Background: an optimization exercise with open tools, aiming at small area, a short achievable clock period and few clock cycles per item. Do not read the settings as production practice.
The RTL was checked by simulation tests, not by an equivalence proof against the original design.
Power is estimated from default activity; no workload was simulated.

run A:
Design fc_layer, start of the top module:
module fc_layer #(
    parameter INPUT_SIZE  = 16,
    parameter OUTPUT_SIZE = 8,
    parameter DATA_WIDTH  = 8
)(
    input  logic                          clk,
    input  logic                          reset,
    input  logic                          start,
    output logic                          done,
    input  logic signed [INPUT_SIZE*DATA_WIDTH-1:0]  input_data_flat,
    input  logic signed [OUTPUT_SIZE*INPUT_SIZE*DATA_WIDTH-1:0] weights_flat,
    input  logic signed [OUTPUT_SIZE*DATA_WIDTH-1:0]            bias_flat,
    output logic signed [OUTPUT_SIZE*DATA_WIDTH-1:0] output_data_flat
);
    logic [3:0] st;
    logic       valid;    
    logic       first, last, en;
    assign first = st[0];
    assign last  = st[3];
    assign en    = !first || start;
    always_ff @(posedge clk or posedge reset) begin
        if (reset) begin
            st    <= 4'b0001;
            done  <= 1'b0;
            valid <= 1'b0;
        end else begin
            if (en) st <= {st[2:0], st[3]};
            done <= last;
            if (last) valid <= 1'b1;
        end
    end
    logic [15:0] sgn, neg, one, two;
    logic [15:0] sgnn, onen, twon, nz;
    always_comb begin
        for (int j = 0; j < 16; j++) begin
            logic b2, b1, b0;
            b2 = (st[0] & input_data_flat[8*j+1]) | (st[1] & input_data_flat[8*j+3]) |
                 (st[2] & input_data_flat[8*j+5]) | (st[3] & input_data_flat[8*j+7]);
            b1 = (st[0] & input_data_flat[8*j+0]) | (st[1] & input_data_flat[8*j+2]) |
                 (st[2] & input_data_flat[8*j+4]) | (st[3] & input_data_flat[8*j+6]);
            b0 = (st[1] & input_data_flat[8*j+1]) | (st[2] & input_data_flat[8*j+3]) |
                 (st[3] & input_data_flat[8*j+5]);
            sgn[j] = b2;
            one[j] = b1 ^ b0;
            two[j] = (b2 & !b1 & !b0) | (!b2 & b1 & b0);
            neg[j] = b2 & !(b1 & b0);
            sgnn[j] = !sgn[j];
            onen[j] = !one[j];
            twon[j] = !two[j];
  ...
clock: 10.0 ns
lec_check: 0
cap_margin: 5
core_area: 5 5 435 435
die_area: 0 0 440 440
setup_slack_margin: 3.25
slew_margin: 5
synth_hierarchical: 1
synth_minimum_keep_size: 0
standard.sh (not shown) runs the stock make flow with config.mk's settings and CLKGATE_MAP_FILE= SYNTH_SCRIPT=/design/flow/synth_recipe.tcl, a recipe that flattens the netlist after the stock synthesis.
==> flow/flow/run.sh <==
#!/bin/bash
# The standard layout, except that the ports are buffered with sky130_fd_sc_hd__buf_1
# rather than the delay buffer buffer_ports picks by itself.
set -euo pipefail
bash standard.sh "BUFFER_PORTS_ARGS=-buffer_cell sky130_fd_sc_hd__buf_1" finish > run_make.log 2>&1
The flow did not stop early for run A: all stages ran, and the layout cleared the timing, design-rule and antenna checks.
Testbench counts of run A, summed over its fixed seeds: cycles 1,920, inferences 384.
Edits applied to the flow inputs when going from run A to run B:
- PLACE_DENSITY newly set to 0.75
- SETUP_SLACK_MARGIN changed from 3.25 to 3
- CAP_MARGIN changed from 5 to 20
- SLEW_MARGIN changed from 5 to 20
- Per the comparison of run B with run A, worst ir drop on vdd went down about 5%; total power went up 0.081 mW; sequential share of cell area held.
- The final worst clock skew of run B and that of run A are within noise of each other.
Edits applied to the flow inputs when going from run B to run C:
- removing PLACE_DENSITY (formerly 0.75)
- changing SETUP_SLACK_MARGIN from 3 to 3.25
- setting GPL_ROUTABILITY_DRIVEN to 0 for the first time
Notes after the runs:
Against run B, run C comes in 0.15 ns lower on transition at the pin with the smallest max-transition slack. Per the comparison of run C with run B, total number of vias higher; layout overhead on the synthesized area went up by 1.8 points; register-to-register slack higher; routed length on met3 held; die area neither gained nor lost much. Where first-pass GRT wire length is concerned, run B is outperformed by run C. Diff run B -> run C: final critical-path share of the clock period now smaller; register share of the cell area dropped 0.16 points; number of clock-tree buffers in the layout moved up; wire length shrank by 8200 um.
Modified inputs, run D compared to run C
- GPL_ROUTABILITY_DRIVEN: 0 -> unset
- PLACE_DENSITY: unset -> 0.5
- CTS_BUF_LIST: unset -> sky130_fd_sc_hd__clkbuf_4 sky130_fd_sc_hd__clkbuf_8
==> comparison <==
Worst IR drop on VDD came out lower on run D than on run C.
Looking at switching part of the total across run D and run C, the one that comes out lower is run C.
Maximum level of the CTS H-tree: lower on run C
Against run C as the reference, run D delivers a lower critical path buffer and inverter count.
Between run C and run D, the flow reports count of vias placed by the detailed router decreasing by a few percent.
When run D is measured against run C, its portion of total power attributed to combinational logic turns out 0.6 points higher.
Relative to run C, largest net degree at the start of global routing increased by 38 in run D.
Delta(critical path depth, run D - run C) < 0
Changes observed in run D relative to run C: worst-case reg-to-reg path depth +1, violation count after the first detailed-routing iteration -1470, clock buffer count +about 50%.
The following lists how run E was set up differently from run D:
- removing CTS_BUF_LIST (formerly sky130_fd_sc_hd__clkbuf_4 sky130_fd_sc_hd__clkbuf_8)
- changing SETUP_SLACK_MARGIN from 3.25 to 3
- removing PLACE_DENSITY (formerly 0.5)
- changing CORE_AREA from 5 5 435 435 to 5 5 455 455
- changing DIE_AREA from 0 0 440 440 to 0 0 460 460
### Flow results
Run D: done, clean on timing, DRC and antenna. Run E completed end to end with timing, DRC and antenna clean. Routed wire in run E totals more than in run D. The final reports for run E and run D show relative contribution of combinational cells to total power lower in the former. Compared with run D, in run E maximum fanout along the worst path rose 9; post-synthesis mux area share about even; proportion of total power due to net switching fell 0.81 points; clock buffer count from CTS fell about 30%; total power rose about 1%. Of the two values seen for source of the critical timing path, input_data_flat[17] was produced by run D and input_data_flat[25] by run E. Summary of run E over run D: number of antenna violations at the first check in global routing rose by 31%; utilization fell 3.0 points.
What run F does differently from run E at the input level:
- swapping 5 5 455 455 for 5 5 435 435 in CORE_AREA
- putting CTS_BUF_LIST at sky130_fd_sc_hd__clkbuf_4 sky130_fd_sc_hd__clkbuf_8 where nothing was set
- swapping 0 0 460 460 for 0 0 440 440 in DIE_AREA
==> comparison <==
Run F: no failed stages, no open violations at the end
The count of placed standard cells in the final layout, fillers left out in run F sits about 2.5% below the value recorded for run E.
Data arrival time at the worst-slack endpoint sits higher in run F than in run E.
Run E has a higher layout buffer count excluding clock buffers than run F.
Final standard cell area without fillers: run F lower than run E
Run F improves on run E in routed wire length.
Of run E and run F, the run reporting the lower number of CTS-inserted buffers was run E.
On placed cell area: between run E and run F, it ends up higher for run E.
| internal power of the cells | lower: run F |

what the ideal ports hide:
The results above use ideal ports. As a check the final layouts listed here were re-extracted and re-timed, cells and wires unchanged.
Step 1, drivers: a clkbuf_16 drives clk and a buf_2 each remaining input, both assumed.
Step 2 times the ports against the registers' clock, not the clock port: input delays grow and output delays shrink by t, the midpoint of the rising clock arrivals with the driver on.
Slacks: no drivers / after step 1 / after step 2; pairs: no drivers / after step 1.
| run | t (ns) | setup slack, ns | worst setup path at the end | slew at the worst register clock pin (ns) |
|---|---|---|---|---|
| run A | 0.768 | 3.204 / 3.186 / 2.417 | input to register | 0.09 / 0.09 |
| run B | 0.734 | 2.843 / 2.908 / 2.174 | input to register | 0.08 / 0.08 |
| run C | 0.727 | 3.115 / 3.181 / 2.454 | input to register | 0.07 / 0.07 |
| run D | 0.893 | 3.039 / 3.107 / 2.214 | input to register | 0.09 / 0.09 |
| run E | 0.766 | 2.859 / 2.930 / 2.164 | input to register | 0.07 / 0.07 |
| run F | 0.866 | 2.909 / 2.975 / 2.109 | input to register | 0.08 / 0.08 |
After both steps setup and hold are still met in every run listed. For run D, which loses most, drivers alone change the setup slack by +0.068 ns; drivers and shift together by -0.825 ns.
